Source: an optimization exercise on an open RTL-to-GDS flow (aim: small area). Production flows keep margins and buffers that such runs may drop.
Function was checked by simulation only, so behaviour that the tests miss may differ from the original.
The clock input has no modelled driver; a real chip could not lean on it and would need a root buffer or a full tree.
Power figures rest on the tool's default switching activity, not on a simulated workload.

==> run K <==
Design hdmi_tmds_audio, start of the top module:
module hdmi_tmds_audio(
	input				clk_pixel,
	input				sys_nrst,
	input	[31 : 0]	hdmi_aud,
	output	[29:0]		tmds
);
Settings: LEC_CHECK=0, CAP_MARGIN=20, CORE_MARGIN=2, CORE_UTILIZATION=40, SLEW_MARGIN=20; clock period 6.7 ns.
standard.sh (not shown) runs the stock make flow with config.mk's settings and CLKGATE_MAP_FILE= SYNTH_SCRIPT=/design/flow/synth_recipe.tcl, a recipe that flattens the netlist after the stock synthesis.
==> flow/flow/run.sh <==
#!/bin/bash
# Own layout flow:
#  1. the standard synthesis (standard.sh synth);
#  2. the combinational logic of that netlist re-mapped by ABC with a stronger
#     script (flow/resynth.tcl, flow/resynth.abc); the flip-flops stay the
#     standard synthesis's instances, names and cell types.  ABC's &deepsyn is
#     randomised, so the re-mapping runs with 8 seeds and the smallest
#     netlist is kept;
#  3. the standard layout from floorplan to finish on the re-mapped
#     netlist, with two changes: the clock tree is built by flow/mycts.tcl
#     (port -> one root buffer -> 8 leaf buffers) instead of TritonCTS, and
#     the port buffers are buf_1.
# Each tool's full output goes to a log_*.log file in the work folder.
set -euo pipefail
here=$(pwd)
res=$here/orfs/results/$FLOW_PLATFORM/hdmi_tmds_audio/base
yosys_bin=$FLOW_HOME/../tools/install/yosys/bin/yosys
lib=$FLOW_HOME/platforms/$FLOW_PLATFORM/lib/sky130_fd_sc_hd__tt_025C_1v80.lib
delay_ps=$(awk "BEGIN{print int($FLOW_PERIOD_NS*1000)}")

bash standard.sh synth > $here/log_1_standard_synth.log 2>&1
cp $res/1_2_yosys.v $here/std_synth.v

resynth() {
  local s=$1
  sed "s/&deepsyn -T 20/&deepsyn -T 20 -S $s/" $here/flow/resynth.abc > $here/resynth_$s.abc
  LIB=$lib IN_V=$here/std_synth.v OUT_V=$here/resynth_$s.v TOP=$FLOW_TOP \
    ABC_SCRIPT=$here/resynth_$s.abc DELAY_PS=$delay_ps \
    $yosys_bin -c $here/flow/resynth.tcl > $here/log_2_resynth_$s.log 2>&1 || rm -f $here/resynth_$s.v
}
for s in 0 1 2 3; do resynth $s & done
wait
for s in 4 5 6 7; do resynth $s & done
wait
best=""
best_area=""
for s in 0 1 2 3 4 5 6 7; do
  [[ -f $here/resynth_$s.v ]] || continue
  a=$(grep -i "chip area for module" $here/log_2_resynth_$s.log | tail -1 | awk '{print $NF}')
  if [[ -z "$best" ]] || awk "BEGIN{exit !($a < $best_area)}"; then best=$s; best_area=$a; fi
done
[[ -n "$best" ]]
echo "re-mapped netlist: seed $best, area $best_area" > $here/log_2_resynth_choice.log
cp $here/resynth_$best.v $res/1_2_yosys.v
rm -f $res/1_synth.odb $res/1_synth.sdc

# own clock tree (flow/mycts.tcl); the smallest buffer on the ports
bash standard.sh \
  "PRE_CTS_TCL=$here/flow/mycts.tcl" \
  "BUFFER_PORTS_ARGS=-buffer_cell sky130_fd_sc_hd__buf_1" \
  finish > $here/log_3_standard_layout.log 2>&1
==> flow/flow/mytree.tcl <==
# Manual clock tree: the clock port drives a root buffer (or, without one, the
# leaves directly), which drives NLEAF leaf buffers, each driving
# the flip-flops of one region of the placement (split at coordinate medians).
proc my_clock_tree { nleaf bufname {rootname ""} } {
  set block [ord::get_db_block]
  set db [ord::get_db]
  set clknet [$block findNet clk_pixel]
  set master [$db findMaster $bufname]
  set sinks {}
  foreach it [$clknet getITerms] {
    set inst [$it getInst]
    set loc [$inst getLocation]
    lappend sinks [list $it [lindex $loc 0] [lindex $loc 1]]
  }
  # recursive median split, alternating x and y
  set groups [list $sinks]
  set axis 1
  while {[llength $groups] < $nleaf} {
    set new {}
    foreach g $groups {
      set s [lsort -integer -index $axis $g]
      set h [expr {[llength $s] / 2}]
      lappend new [lrange $s 0 [expr {$h - 1}]] [lrange $s $h end]
    }
    set groups $new
    set axis [expr {3 - $axis}]
  }
  set src $clknet
  if {$rootname ne ""} {
    # a root buffer between the port and the leaves, at the centre of the sinks
    set rx 0; set ry 0
    foreach e $sinks { set rx [expr {$rx + [lindex $e 1]}]; set ry [expr {$ry + [lindex $e 2]}] }
    set root [odb::dbInst_create $block [$db findMaster $rootname] "clkroot"]
    set src [odb::dbNet_create $block "clknet_root"]
    $src setSigType CLOCK
    [$root findITerm A] connect $clknet
    [$root findITerm X] connect $src
    $root setLocation [expr {$rx / [llength $sinks]}] [expr {$ry / [llength $sinks]}]
    $root setPlacementStatus PLACED
  }
  set i 0
  foreach g $groups {
    set sx 0; set sy 0
    foreach e $g { set sx [expr {$sx + [lindex $e 1]}]; set sy [expr {$sy + [lindex $e 2]}] }
    set n [llength $g]
    set inst [odb::dbInst_create $block $master "clkleaf_$i"]
    set net [odb::dbNet_create $block "clknet_leaf_$i"]
    $net setSigType CLOCK
    [$inst findITerm A] connect $src
    [$inst findITerm X] connect $net
    foreach e $g { set it [lindex $e 0]; $it disconnect; $it connect $net }
    $inst setLocation [expr {$sx / $n}] [expr {$sy / $n}]
    $inst setPlacementStatus PLACED
    incr i
  }
  puts "my_clock_tree: $nleaf leaves of $bufname"
}
==> flow/flow/resynth.tcl <==
# Re-map the combinational logic of the standard synthesis netlist with ABC.
# Flip-flops are kept as black-box instances, so their names and cell types
# are exactly those of the standard synthesis.
set lib $::env(LIB)
yosys read_liberty -ignore_miss_func $lib
yosys read_verilog $::env(IN_V)
yosys hierarchy -top $::env(TOP)
foreach m [list dfxtp_1 dfxtp_2 dfxtp_4 edfxtp_1 dfrtp_1 dfrtp_2 dfrtp_4 dfstp_1 dfstp_2 dfstp_4 dfbbn_1 dfbbp_1 dfrtn_1 conb_1] {
  catch { yosys blackbox sky130_fd_sc_hd__$m }
}
yosys flatten
yosys opt -purge
set dont_use {}
foreach c {probe_p_8 probec_p_8 lpflow_*} { lappend dont_use -dont_use sky130_fd_sc_hd__$c }
yosys abc -liberty $lib -D $::env(DELAY_PS) -script $::env(ABC_SCRIPT) {*}$dont_use
yosys opt_clean -purge
# define every library cell again so that the checks know their pin directions
yosys read_liberty -lib -nooverwrite $lib
yosys hilomap -singleton -hicell sky130_fd_sc_hd__conb_1 HI -locell sky130_fd_sc_hd__conb_1 LO
yosys check -assert -mapped
yosys stat -liberty $lib
yosys write_verilog -noattr -nohex -nodec $::env(OUT_V)
Other scripts of this flow, unchanged in this note and not shown: flow/flow/mycts.tcl, flow/flow/resynth.abc
==> run M: changes against run K <==
==> flow/flow/run.sh (replaced) <==
#!/bin/bash
# Own layout flow:
#  1. the standard synthesis (standard.sh synth);
#  2. the combinational logic of that netlist re-mapped by ABC with a stronger
#     script (flow/resynth.tcl, flow/resynth.abc); the flip-flops stay the
#     standard synthesis's instances, names and cell types;
#  3. the standard layout from floorplan to finish on the re-mapped
#     netlist, with two changes: the clock tree is built by flow/mycts.tcl
#     (port -> one root buffer -> 8 leaf buffers) instead of TritonCTS, and
#     the port buffers are buf_1.
# Each tool's full output goes to a log_*.log file in the work folder.
set -euo pipefail
here=$(pwd)
res=$here/orfs/results/$FLOW_PLATFORM/hdmi_tmds_audio/base
yosys_bin=$FLOW_HOME/../tools/install/yosys/bin/yosys
lib=$FLOW_HOME/platforms/$FLOW_PLATFORM/lib/sky130_fd_sc_hd__tt_025C_1v80.lib

bash standard.sh synth > $here/log_1_standard_synth.log 2>&1

cp $res/1_2_yosys.v $here/std_synth.v
LIB=$lib IN_V=$here/std_synth.v OUT_V=$here/resynth.v TOP=$FLOW_TOP \
  ABC_SCRIPT=$here/flow/resynth.abc DELAY_PS=$(awk "BEGIN{print int($FLOW_PERIOD_NS*1000)}") \
  $yosys_bin -c $here/flow/resynth.tcl > $here/log_2_resynth.log 2>&1
cp $here/resynth.v $res/1_2_yosys.v
rm -f $res/1_synth.odb $res/1_synth.sdc

# own clock tree (flow/mycts.tcl); the smallest buffer on the ports
bash standard.sh \
  "PRE_CTS_TCL=$here/flow/mycts.tcl" \
  "BUFFER_PORTS_ARGS=-buffer_cell sky130_fd_sc_hd__buf_1" \
  finish > $here/log_3_standard_layout.log 2>&1
--- a/flow/flow/mytree.tcl
+++ b/flow/flow/mytree.tcl
@@ -1,4 +1,3 @@
-# Manual clock tree: the clock port drives a root buffer (or, without one, the
-# leaves directly), which drives NLEAF leaf buffers, each driving
+# Manual clock tree: the clock port drives NLEAF leaf buffers, each driving
 # the flip-flops of one region of the placement (split at coordinate medians).
 proc my_clock_tree { nleaf bufname {rootname ""} } {
==> comparison table <==
metric                                                                             run M                    run K
Run status                                                       complete, no violations  complete, no violations
Routability Congestion                                                             0.862                    0.860
Net load switching power                                                        0.604 mW                 0.734 mW
Combinational logic power                                                       0.530 mW                 0.708 mW
Die Outline Area                                                              13,800 um2               13,600 um2
Power density over the cells                                                  301 nW/um2               338 nW/um2
Setup Skew                                                                    0.00945 ns                0.0164 ns
Vias after detailed routing                                                        4,615                    4,612
Delay of the slowest cell on the worst path                                      0.41 ns                  0.56 ns
Switching share of total power                                                     35.2%                    38.6%
Termination of the worst setup path                                              tmds[4]                 tmds[17]
Total nets after synthesis                                                           645                      628
DP Worst Slack                                                                   3.01 ns                  2.43 ns
Die Span X                                                                        118 um                   117 um
Number of standard cells in the layout, taps in and fillers out                      842                      825
Clk pwr                                                                         0.317 mW                 0.315 mW
Post-detailed-placement cell area                                               5580 um2                 5500 um2
Wire length of the first global-routing pass                                   19,900 um                20,100 um
Starting utilization of the core area                                              40.9%                    40.6%
Int Power                                                                        1.11 mW                  1.17 mW
No run of this note takes its clock network from TritonCTS; it comes from the design's own scripts or RTL.

---

==> xenon <==
Another version of the RTL of hdmi_tmds_audio (not shown whole).
Settings: LEC_CHECK=0, CAP_MARGIN=20, CORE_MARGIN=2, CORE_UTILIZATION=40, SLEW_MARGIN=20; clock period 6.7 ns.
==> flow/flow/run.sh <==
#!/bin/bash
# Own layout flow:
#  1. the standard synthesis (standard.sh synth);
#  2. the combinational logic of that netlist re-mapped by ABC with a stronger
#     script (flow/resynth.tcl, flow/resynth.abc); the flip-flops stay the
#     standard synthesis's instances, names and cell types;
#  3. the standard layout from floorplan to finish on the re-mapped
#     netlist, with two changes: the clock tree is built by flow/mycts.tcl
#     (port -> one root buffer -> 8 leaf buffers) instead of TritonCTS, and
#     the port buffers are buf_1.
# Each tool's full output goes to a log_*.log file in the work folder.
set -euo pipefail
here=$(pwd)
res=$here/orfs/results/$FLOW_PLATFORM/hdmi_tmds_audio/base
yosys_bin=$FLOW_HOME/../tools/install/yosys/bin/yosys
lib=$FLOW_HOME/platforms/$FLOW_PLATFORM/lib/sky130_fd_sc_hd__tt_025C_1v80.lib

bash standard.sh synth > $here/log_1_standard_synth.log 2>&1

cp $res/1_2_yosys.v $here/std_synth.v
LIB=$lib IN_V=$here/std_synth.v OUT_V=$here/resynth.v TOP=$FLOW_TOP \
  ABC_SCRIPT=$here/flow/resynth.abc DELAY_PS=$(awk "BEGIN{print int($FLOW_PERIOD_NS*1000)}") \
  $yosys_bin -c $here/flow/resynth.tcl > $here/log_2_resynth.log 2>&1
cp $here/resynth.v $res/1_2_yosys.v
rm -f $res/1_synth.odb $res/1_synth.sdc

# own clock tree (flow/mycts.tcl); the smallest buffer on the ports
bash standard.sh \
  "PRE_CTS_TCL=$here/flow/mycts.tcl" \
  "BUFFER_PORTS_ARGS=-buffer_cell sky130_fd_sc_hd__buf_1" \
  finish > $here/log_3_standard_layout.log 2>&1
==> flow/flow/resynth.abc <==
strash
&get -n
&deepsyn -T 20
&put
strash
&get -n
&dch -f
&nf -R 1000
&put
Scripts as last shown in full above: flow/flow/resynth.tcl
Other scripts of this flow, unchanged in this note and not shown: flow/flow/mycts.tcl, flow/flow/mytree.tcl
==> maple (differences from xenon) <==
--- a/flow/design.v
+++ b/flow/design.v
@@ -194,57 +194,61 @@
 		for (g = 0; g < 4; g = g + 1) begin : subpkt
 			wire [1:0] bits = slot_acr ? acr_bits : st[2 * g +: 2] ^ (add_l & {2{cs_l[g]}}) ^ (add_r & {2{cs_r[g]}});
 			assign sub_even[g] = bits[0];
 			assign sub_odd[g] = bits[1];
 		end
 	endgenerate
 	wire hdr_bit = slot_acr ? ACR_HBCH[c] : (ASP_HBCH[c] ^ (q0 && ((c == 5'd20) || (c[4:3] == 2'b11 && ASP_HB[c[2:0]]))));
 	wire [2:0] mode = di_guard ? 3'd4 : island ? 3'd3 : v_guard ? 3'd2 : v_data ? 3'd1 : 3'd0;
-	reg [2:0] mode_r;
-	reg [2:0] d0_r;
-	reg [3:0] d1_r, d2_r;
-	reg [1:0] dzl;
-	wire [3:0] dz = {d2_r[3:2], dzl};       
-	wire [2:0] dn = {d0_r[2], d1_r[3:2]};   
-	wire [3:0] dz_next = (dz == 4'd8) ? 4'd0 : dz + 4'd1;
-	wire [2:0] dn_next = (dn == 3'd6) ? 3'd0 : dn + 3'd1;
+	reg [3:0] dz;                           
+	reg [2:0] dn;                           
+	always @(posedge clk_pixel)
+		if (mode != 3'd1) begin
+			dz <= 4'd0;
+			dn <= 3'd0;
+		end else begin
+			dz <= (dz == 4'd8) ? 4'd0 : dz + 4'd1;
+			dn <= (dn == 3'd6) ? 3'd0 : dn + 3'd1;
+		end
 	wire neg_z = dz[0];
 	wire neg_n = (dn == 3'd1) || (dn == 3'd2) || (dn == 3'd4) || (dn == 3'd6);
 	wire line0 = py == 11'd0;
 	wire line1079 = py == 11'd1079;
 	wire [2:0] vbit = {qx == XO, line0, (qx == 12'd1919 + XO) || line1079};
 	wire [2:0] vneg = {neg_z, line0 ? neg_n : neg_z, line1079 ? neg_n : neg_z};
+	reg [2:0] mode_r;
+	reg [2:0] d0_r;
+	reg [3:0] d1_r, d2_r;
 	always @(posedge clk_pixel) begin
 		mode_r <= mode;
-		dzl <= (mode == 3'd1) ? dz_next[1:0] : 2'd0;
-		d0_r <= (mode == 3'd1) ? {dn_next[2], vneg[0], vbit[0]} : (mode == 3'd2) ? 3'b000 : {hdr_bit || (mode == 3'd4), vsync, hsync};
-		d1_r <= (mode == 3'd1) ? {dn_next[1:0], vneg[1], vbit[1]} : (mode == 3'd0) ? {3'b000, v_pre || di_pre} : (mode == 3'd2) ? 4'b0000 : sub_even;
-		d2_r <= (mode == 3'd1) ? {dz_next[3:2], vneg[2], vbit[2]} : (mode == 3'd0) ? {3'b000, di_pre} : (mode == 3'd2) ? 4'b0000 : sub_odd;
-	end
-	localparam [159:0] TERC4 = {
-		10'b1011000011,
-		10'b0101100011,
-		10'b1001110001,
-		10'b1010001110,
-		10'b1011000110,
-		10'b0110011100,
-		10'b0100111001,
-		10'b1011001100,
-		10'b0100111100,
-		10'b0110001110,
-		10'b0100011110,
-		10'b0101110001,
-		10'b1011100010,
-		10'b1011100100,
-		10'b1001100011,
-		10'b1010011100};
+		d0_r <= (mode == 3'd1) ? {1'b0, vneg[0], vbit[0]} : (mode == 3'd2) ? 3'b000 : {hdr_bit || (mode == 3'd4), vsync, hsync};
+		d1_r <= (mode == 3'd1) ? {2'b00, vneg[1], vbit[1]} : (mode == 3'd0) ? {3'b000, v_pre || di_pre} : sub_even;
+		d2_r <= (mode == 3'd1) ? {2'b00, vneg[2], vbit[2]} : (mode == 3'd0) ? {3'b000, di_pre} : (mode == 3'd2) ? 4'b1000 : sub_odd;
+	end
 	function automatic [9:0] terc4;
 		input [3:0] d;
-		terc4 = TERC4[10 * d +: 10];
+		case (d)
+			4'b0000: terc4 = 10'b1010011100;
+			4'b0001: terc4 = 10'b1001100011;
+			4'b0010: terc4 = 10'b1011100100;
+			4'b0011: terc4 = 10'b1011100010;
+			4'b0100: terc4 = 10'b0101110001;
+			4'b0101: terc4 = 10'b0100011110;
+			4'b0110: terc4 = 10'b0110001110;
+			4'b0111: terc4 = 10'b0100111100;
+			4'b1000: terc4 = 10'b1011001100;
+			4'b1001: terc4 = 10'b0100111001;
+			4'b1010: terc4 = 10'b0110011100;
+			4'b1011: terc4 = 10'b1011000110;
+			4'b1100: terc4 = 10'b1010001110;
+			4'b1101: terc4 = 10'b1001110001;
+			4'b1110: terc4 = 10'b0101100011;
+			default: terc4 = 10'b1011000011;
+		endcase
 	endfunction
 	function automatic [9:0] ctl;
 		input [1:0] d;
 		case (d)
 			2'b00: ctl = 10'b1101010100;
 			2'b01: ctl = 10'b0010101011;
 			2'b10: ctl = 10'b0101010100;
 			default: ctl = 10'b1010101011;
@@ -269,10 +273,10 @@
 			3'd1: enc = vid(d[1:0]);
 			3'd2: enc = vguard;
 			3'd3: enc = terc4(d);
 			default: enc = dguard;
 		endcase
 	endfunction
 	assign tmds[9:0] = (mode_r == 3'd0) ? ctl(d0_r[1:0]) : (mode_r == 3'd1) ? vid(d0_r[1:0]) : terc4({1'b1, d0_r});
 	assign tmds[19:10] = (mode_r == 3'd0) ? ctl(d1_r[1:0]) : (mode_r == 3'd1) ? vid(d1_r[1:0]) : (mode_r == 3'd3) ? terc4(d1_r) : 10'b0100110011;
-	assign tmds[29:20] = (mode_r == 3'd0) ? ctl(d2_r[1:0]) : (mode_r == 3'd1) ? vid(d2_r[1:0]) : (mode_r == 3'd2) ? 10'b1011001100 : (mode_r == 3'd4) ? 10'b0100110011 : terc4(d2_r);
+	assign tmds[29:20] = (mode_r == 3'd0) ? ctl(d2_r[1:0]) : (mode_r == 3'd1) ? vid(d2_r[1:0]) : (mode_r == 3'd4) ? 10'b0100110011 : terc4(d2_r);
 endmodule
==> lagoon (differences from xenon) <==
==> flow/flow/resynth.abc (replaced) <==
strash
&get -n
&deepsyn -T 20
&put
strash
&get -n
&dch -f
&nf -R 1000
&put
mfs3 -ae -R 4 -H 6
==> harbor (differences from xenon) <==
--- a/flow/design.v
+++ b/flow/design.v
@@ -69,38 +69,39 @@
 		begin
 			s = 6'd0;
 			for (k = 0; k < n; k = k + 1)
 				s = {s[4:0], ~(s[5] ^ s[4])};
 			lfsr6 = s;
 		end
 	endfunction
 	localparam [11:0] XO = 12'd22;
+	localparam [10:0] YO = 11'd0;
 	reg [11:0] qx;
 	reg [10:0] py;
 	wire qx_end = qx == 12'd2199 + XO;
 	always @(posedge clk_pixel)
 		if (rst) begin
 			qx <= 12'd2198 + XO;
-			py <= 11'd1124;
+			py <= 11'd1124 + YO;
 		end else begin
 			qx <= qx_end ? XO : qx + 12'd1;
 			if (qx_end)
-				py <= (py == 11'd1124) ? 11'd0 : py + 11'd1;
-		end
-	wire active_line = py < 11'd1080;
-	wire pre_line = active_line || (py == 11'd1124);
+				py <= (py == 11'd1124 + YO) ? YO : py + 11'd1;
+		end
+	wire active_line = (py >= YO) && (py < 11'd1080 + YO);
+	wire pre_line = active_line || (py == 11'd1124 + YO);
 	wire v_data = active_line && (qx < 12'd1920 + XO);
 	wire v_guard = pre_line && (qx >= 12'd2198 + XO);
 	wire v_pre = pre_line && (qx >= 12'd2190 + XO) && (qx < 12'd2198 + XO);
 	wire di_pre = (qx >= 12'd1920 + XO) && (qx < 12'd1928 + XO);
 	wire di_guard = ((qx >= 12'd1928 + XO) && (qx < 12'd1930 + XO)) || ((qx >= 12'd2154 + XO) && (qx < 12'd2156 + XO));
 	wire island = (qx >= 12'd1930 + XO) && (qx < 12'd2154 + XO);
 	wire hsync = (qx >= 12'd2007 + XO) && (qx < 12'd2051 + XO);
-	wire vsync = ((py == 11'd1084) && (qx >= 12'd2007 + XO)) || ((py >= 11'd1085) && (py <= 11'd1088)) || ((py == 11'd1089) && (qx < 12'd2007 + XO));
+	wire vsync = ((py == 11'd1084 + YO) && (qx >= 12'd2007 + XO)) || ((py >= 11'd1085 + YO) && (py <= 11'd1088 + YO)) || ((py == 11'd1089 + YO) && (qx < 12'd2007 + XO));
 	localparam [11:0] SC_END = lfsr12(3093);
 	reg [11:0] sc;
 	reg [15:0] smp;
 	wire smp_take = sc == SC_END;
 	always @(posedge clk_pixel)
 		if (rst || smp_take)
 			sc <= 12'd0;
 		else
@@ -153,21 +154,21 @@
 	wire par_lo = c[4:2] == 3'b001 || c[4:2] == 3'b010;    
 	wire par_ph = (c == 5'd25) || (c == 5'd27);
 	wire ecc_ph = c[4:2] == 3'b111;
 	wire [2:0] bi = {c[2] ^ !c[4], c[1:0]};
 	wire [1:0] b_old = c[4] ? smp_old[9:8] : smp_old[1:0];
 	wire [1:0] b_new = {smp[{bi, 1'b1}], smp[{bi, 1'b0}]};
 	reg [7:0] e_old, e_new;
 	reg p_old, p_new;
-	wire [1:0] s_old = samp_ph ? b_old : {par_ph & p_old, 1'b0};
-	wire [1:0] s_new = samp_ph ? b_new : {par_ph & p_new, 1'b0};
-	always @(posedge clk_pixel) begin
-		e_old <= ecc_ph ? {2'b00, e_old[7:2]} : ecc_step2(e_old, s_old[0], s_old[1]);
-		e_new <= ecc_ph ? {2'b00, e_new[7:2]} : ecc_step2(e_new, s_new[0], s_new[1]);
+	wire [1:0] s_old = samp_ph ? b_old : ecc_ph ? e_old[1:0] : {par_ph & p_old, 1'b0};
+	wire [1:0] s_new = samp_ph ? b_new : ecc_ph ? e_new[1:0] : {par_ph & p_new, 1'b0};
+	always @(posedge clk_pixel) begin
+		e_old <= ecc_step2(e_old, s_old[0], s_old[1]);
+		e_new <= ecc_step2(e_new, s_new[0], s_new[1]);
 		if (slot_last) begin
 			p_old <= 1'b0;
 			p_new <= 1'b0;
 		end else if (par_lo) begin
 			p_old <= p_old ^ b_old[0] ^ b_old[1];
 			p_new <= p_new ^ b_new[0] ^ b_new[1];
 		end
 	end
@@ -176,75 +177,79 @@
 	localparam [5:0] FQ6 = lfsr6(6);
 	localparam [5:0] FQ8 = lfsr6(8);
 	wire q0 = fq == FQ0;
 	wire q5 = fq == FQ5;
 	wire q68 = (fq == FQ6) || (fq == FQ8);
 	wire [3:0] cs_l = {1'b0, q0, q68, q5};
 	wire [3:0] cs_r = {1'b0, q0, q5 || q68, 1'b0};
 	wire [2:0] ei = {c[1:0], 1'b0};
-	wire [1:0] st_old = ecc_ph ? e_old[1:0] : s_old;
-	wire [1:0] st_new = ecc_ph ? e_new[1:0] : s_new;
+	wire [1:0] st_old = s_old;
+	wire [1:0] st_new = s_new;
 	wire [1:0] st12 = sw1 ? st_new : st_old;
 	wire [1:0] st3 = sw3 ? st_new : st_old;
 	wire [7:0] st = {st3, st12, st12, st_old};
 	wire [1:0] add_l = (c == 5'd25) ? 2'b11 : ecc_ph ? {K_L[ei + 3'd1], K_L[ei]} : 2'b00;
 	wire [1:0] add_r = (c == 5'd27) ? 2'b11 : ecc_ph ? {K_R[ei + 3'd1], K_R[ei]} : 2'b00;
 	wire [1:0] acr_bits = {ACR_BCH[{c, 1'b1}], ACR_BCH[{c, 1'b0}]};
 	wire [3:0] sub_even, sub_odd;
 	generate
 		for (g = 0; g < 4; g = g + 1) begin : subpkt
 			wire [1:0] bits = slot_acr ? acr_bits : st[2 * g +: 2] ^ (add_l & {2{cs_l[g]}}) ^ (add_r & {2{cs_r[g]}});
 			assign sub_even[g] = bits[0];
 			assign sub_odd[g] = bits[1];
 		end
 	endgenerate
 	wire hdr_bit = slot_acr ? ACR_HBCH[c] : (ASP_HBCH[c] ^ (q0 && ((c == 5'd20) || (c[4:3] == 2'b11 && ASP_HB[c[2:0]]))));
 	wire [2:0] mode = di_guard ? 3'd4 : island ? 3'd3 : v_guard ? 3'd2 : v_data ? 3'd1 : 3'd0;
+	reg [3:0] dz;                           
+	reg [2:0] dn;                           
+	always @(posedge clk_pixel)
+		if (mode != 3'd1) begin
+			dz <= 4'd0;
+			dn <= 3'd0;
+		end else begin
+			dz <= (dz == 4'd8) ? 4'd0 : dz + 4'd1;
+			dn <= (dn == 3'd6) ? 3'd0 : dn + 3'd1;
+		end
+	wire neg_z = dz[0];
+	wire neg_n = (dn == 3'd1) || (dn == 3'd2) || (dn == 3'd4) || (dn == 3'd6);
+	wire line0 = py == YO;
+	wire line1079 = py == 11'd1079 + YO;
+	wire [2:0] vbit = {qx == XO, line0, (qx == 12'd1919 + XO) || line1079};
+	wire [2:0] vneg = {neg_z, line0 ? neg_n : neg_z, line1079 ? neg_n : neg_z};
 	reg [2:0] mode_r;
 	reg [2:0] d0_r;
 	reg [3:0] d1_r, d2_r;
-	reg [1:0] dzl;
-	wire [3:0] dz = {d2_r[3:2], dzl};       
-	wire [2:0] dn = {d0_r[2], d1_r[3:2]};   
-	wire [3:0] dz_next = (dz == 4'd8) ? 4'd0 : dz + 4'd1;
-	wire [2:0] dn_next = (dn == 3'd6) ? 3'd0 : dn + 3'd1;
-	wire neg_z = dz[0];
-	wire neg_n = (dn == 3'd1) || (dn == 3'd2) || (dn == 3'd4) || (dn == 3'd6);
-	wire line0 = py == 11'd0;
-	wire line1079 = py == 11'd1079;
-	wire [2:0] vbit = {qx == XO, line0, (qx == 12'd1919 + XO) || line1079};
-	wire [2:0] vneg = {neg_z, line0 ? neg_n : neg_z, line1079 ? neg_n : neg_z};
 	always @(posedge clk_pixel) begin
 		mode_r <= mode;
-		dzl <= (mode == 3'd1) ? dz_next[1:0] : 2'd0;
-		d0_r <= (mode == 3'd1) ? {dn_next[2], vneg[0], vbit[0]} : (mode == 3'd2) ? 3'b000 : {hdr_bit || (mode == 3'd4), vsync, hsync};
-		d1_r <= (mode == 3'd1) ? {dn_next[1:0], vneg[1], vbit[1]} : (mode == 3'd0) ? {3'b000, v_pre || di_pre} : (mode == 3'd2) ? 4'b0000 : sub_even;
-		d2_r <= (mode == 3'd1) ? {dz_next[3:2], vneg[2], vbit[2]} : (mode == 3'd0) ? {3'b000, di_pre} : (mode == 3'd2) ? 4'b0000 : sub_odd;
-	end
-	localparam [159:0] TERC4 = {
-		10'b1011000011,
-		10'b0101100011,
-		10'b1001110001,
-		10'b1010001110,
-		10'b1011000110,
-		10'b0110011100,
-		10'b0100111001,
-		10'b1011001100,
-		10'b0100111100,
-		10'b0110001110,
-		10'b0100011110,
-		10'b0101110001,
-		10'b1011100010,
-		10'b1011100100,
-		10'b1001100011,
-		10'b1010011100};
+		d0_r <= (mode == 3'd1) ? {1'b0, vneg[0], vbit[0]} : (mode == 3'd2) ? 3'b000 : {hdr_bit || (mode == 3'd4), vsync, hsync};
+		d1_r <= (mode == 3'd1) ? {2'b00, vneg[1], vbit[1]} : (mode == 3'd0) ? {3'b000, v_pre || di_pre} : sub_even;
+		d2_r <= (mode == 3'd1) ? {2'b00, vneg[2], vbit[2]} : (mode == 3'd0) ? {3'b000, di_pre} : (mode == 3'd2) ? 4'b1000 : sub_odd;
+	end
 	function automatic [9:0] terc4;
 		input [3:0] d;
-		terc4 = TERC4[10 * d +: 10];
+		case (d)
+			4'b0000: terc4 = 10'b1010011100;
+			4'b0001: terc4 = 10'b1001100011;
+			4'b0010: terc4 = 10'b1011100100;
+			4'b0011: terc4 = 10'b1011100010;
+			4'b0100: terc4 = 10'b0101110001;
+			4'b0101: terc4 = 10'b0100011110;
+			4'b0110: terc4 = 10'b0110001110;
+			4'b0111: terc4 = 10'b0100111100;
+			4'b1000: terc4 = 10'b1011001100;
+			4'b1001: terc4 = 10'b0100111001;
+			4'b1010: terc4 = 10'b0110011100;
+			4'b1011: terc4 = 10'b1011000110;
+			4'b1100: terc4 = 10'b1010001110;
+			4'b1101: terc4 = 10'b1001110001;
+			4'b1110: terc4 = 10'b0101100011;
+			default: terc4 = 10'b1011000011;
+		endcase
 	endfunction
 	function automatic [9:0] ctl;
 		input [1:0] d;
 		case (d)
 			2'b00: ctl = 10'b1101010100;
 			2'b01: ctl = 10'b0010101011;
 			2'b10: ctl = 10'b0101010100;
 			default: ctl = 10'b1010101011;
@@ -269,10 +274,10 @@
 			3'd1: enc = vid(d[1:0]);
 			3'd2: enc = vguard;
 			3'd3: enc = terc4(d);
 			default: enc = dguard;
 		endcase
 	endfunction
 	assign tmds[9:0] = (mode_r == 3'd0) ? ctl(d0_r[1:0]) : (mode_r == 3'd1) ? vid(d0_r[1:0]) : terc4({1'b1, d0_r});
 	assign tmds[19:10] = (mode_r == 3'd0) ? ctl(d1_r[1:0]) : (mode_r == 3'd1) ? vid(d1_r[1:0]) : (mode_r == 3'd3) ? terc4(d1_r) : 10'b0100110011;
-	assign tmds[29:20] = (mode_r == 3'd0) ? ctl(d2_r[1:0]) : (mode_r == 3'd1) ? vid(d2_r[1:0]) : (mode_r == 3'd2) ? 10'b1011001100 : (mode_r == 3'd4) ? 10'b0100110011 : terc4(d2_r);
+	assign tmds[29:20] = (mode_r == 3'd0) ? ctl(d2_r[1:0]) : (mode_r == 3'd1) ? vid(d2_r[1:0]) : (mode_r == 3'd4) ? 10'b0100110011 : terc4(d2_r);
 endmodule
==> flow/flow/run.sh (replaced) <==
#!/bin/bash
# Own layout flow: the standard synthesis, then the combinational logic of
# that netlist re-mapped with a stronger ABC script (registers untouched), then
# the standard layout from floorplan to finish on the re-mapped netlist.
set -euo pipefail
here=$(pwd)
res=$here/orfs/results/$FLOW_PLATFORM/hdmi_tmds_audio/base
yosys_bin=$FLOW_HOME/../tools/install/yosys/bin/yosys
lib=$FLOW_HOME/platforms/$FLOW_PLATFORM/lib/sky130_fd_sc_hd__tt_025C_1v80.lib

bash standard.sh synth > $here/log_1_standard_synth.log 2>&1

cp $res/1_2_yosys.v $here/std_synth.v
LIB=$lib IN_V=$here/std_synth.v OUT_V=$here/resynth.v TOP=$FLOW_TOP \
  ABC_SCRIPT=$here/flow/resynth.abc DELAY_PS=$(awk "BEGIN{print int($FLOW_PERIOD_NS*1000)}") \
  $yosys_bin -c $here/flow/resynth.tcl > $here/log_2_resynth.log 2>&1
cp $here/resynth.v $res/1_2_yosys.v
rm -f $res/1_synth.odb $res/1_synth.sdc

# own clock tree (flow/mycts.tcl); the smallest buffer on the ports
bash standard.sh \
  "PRE_CTS_TCL=$here/flow/mycts.tcl" \
  "BUFFER_PORTS_ARGS=-buffer_cell sky130_fd_sc_hd__buf_1" \
  finish > $here/log_3_standard_layout.log 2>&1
- CTS_BUF_LIST: not set -> sky130_fd_sc_hd__clkbuf_8
- CTS_CLUSTER_DIAMETER: not set -> 100
- CTS_CLUSTER_SIZE: not set -> 40
==> comparison table <==
item	harbor	maple	xenon	lagoon
Result of the run	finished clean	finished clean	finished clean	finished clean
Mapped Nets	638	644	641	644
Total met3 wirelength after detailed routing	685 um	587 um	535 um	508 um
Number of multi-input logic gates	476	481	484	479
Maximum clock rate	229 MHz	248 MHz	204 MHz	233 MHz
Crit Path Max Fanout	14	13	13	16
Cells after Synth	604	610	607	610
First-pass GRT wire length	21000 um	20400 um	20100 um	19500 um
Tot GR Track Use	0.171	0.165	0.165	0.159
PD cells	296 nW/um2	306 nW/um2	291 nW/um2	304 nW/um2
Setup skew after layout	0.0107 ns	0.0186 ns	0.0154 ns	0.0154 ns
Placed cell area	5720 um2	5730 um2	5640 um2	5600 um2
Height of the die	119 um	119 um	118 um	118 um
Hold path startpoint	e_old[7]$_DFF_P_	e_old[5]$_DFF_P_	e_new[7]$_SDFF_PP0_	e_old[6]$_SDFF_PP0_
Reported sequential group power	0.864 mW	0.855 mW	0.827 mW	0.847 mW
Final HPWL from detailed placement	9250 um	8940 um	8880 um	8730 um
Clock distribution power	0.328 mW	0.329 mW	0.320 mW	0.325 mW
Layout sequential cell count	119	119	114	114
# fillers	1302	1321	1311	1298
No run of this note takes its clock network from TritonCTS; it comes from the design's own scripts or RTL.

## port drivers added, routing unchanged
The flow's constraints put no driver on any port. The routed layouts listed below were extracted and timed again, unchanged, in two steps. Step 1, drivers: a clkbuf_16 drives clk_pixel and a buf_2 each remaining input, both assumed. Step 2, shift: input delay + t, output delay - t, t = (earliest + latest rising clock arrival at the registers) / 2. This alone moves slack from input paths to output paths. Three values: ideal, step 1, step 2; two values: the first two.
run | t, ns | setup WS [ns] | hold WS [ns] | slew at the worst register clock pin (ns)
run K | 0.399 | 1.925 / 1.896 / 2.295 | 0.323 / 0.323 / 0.323 | 0.10 / 0.10
run M | 0.399 | 2.590 / 2.561 / 2.959 | 0.332 / 0.332 / 0.332 | 0.09 / 0.09
xenon | 0.413 | 1.788 / 1.756 / 2.169 | 0.332 / 0.332 / 0.332 | 0.10 / 0.10
maple | 0.405 | 2.663 / 2.633 / 3.038 | 0.326 / 0.326 / 0.326 | 0.10 / 0.10
lagoon | 0.410 | 2.412 / 2.381 / 2.791 | 0.333 / 0.333 / 0.333 | 0.10 / 0.10
harbor | 0.408 | 2.333 / 2.303 / 2.711 | 0.332 / 0.332 / 0.332 | 0.09 / 0.09
After both steps setup and hold are still met in every run listed.
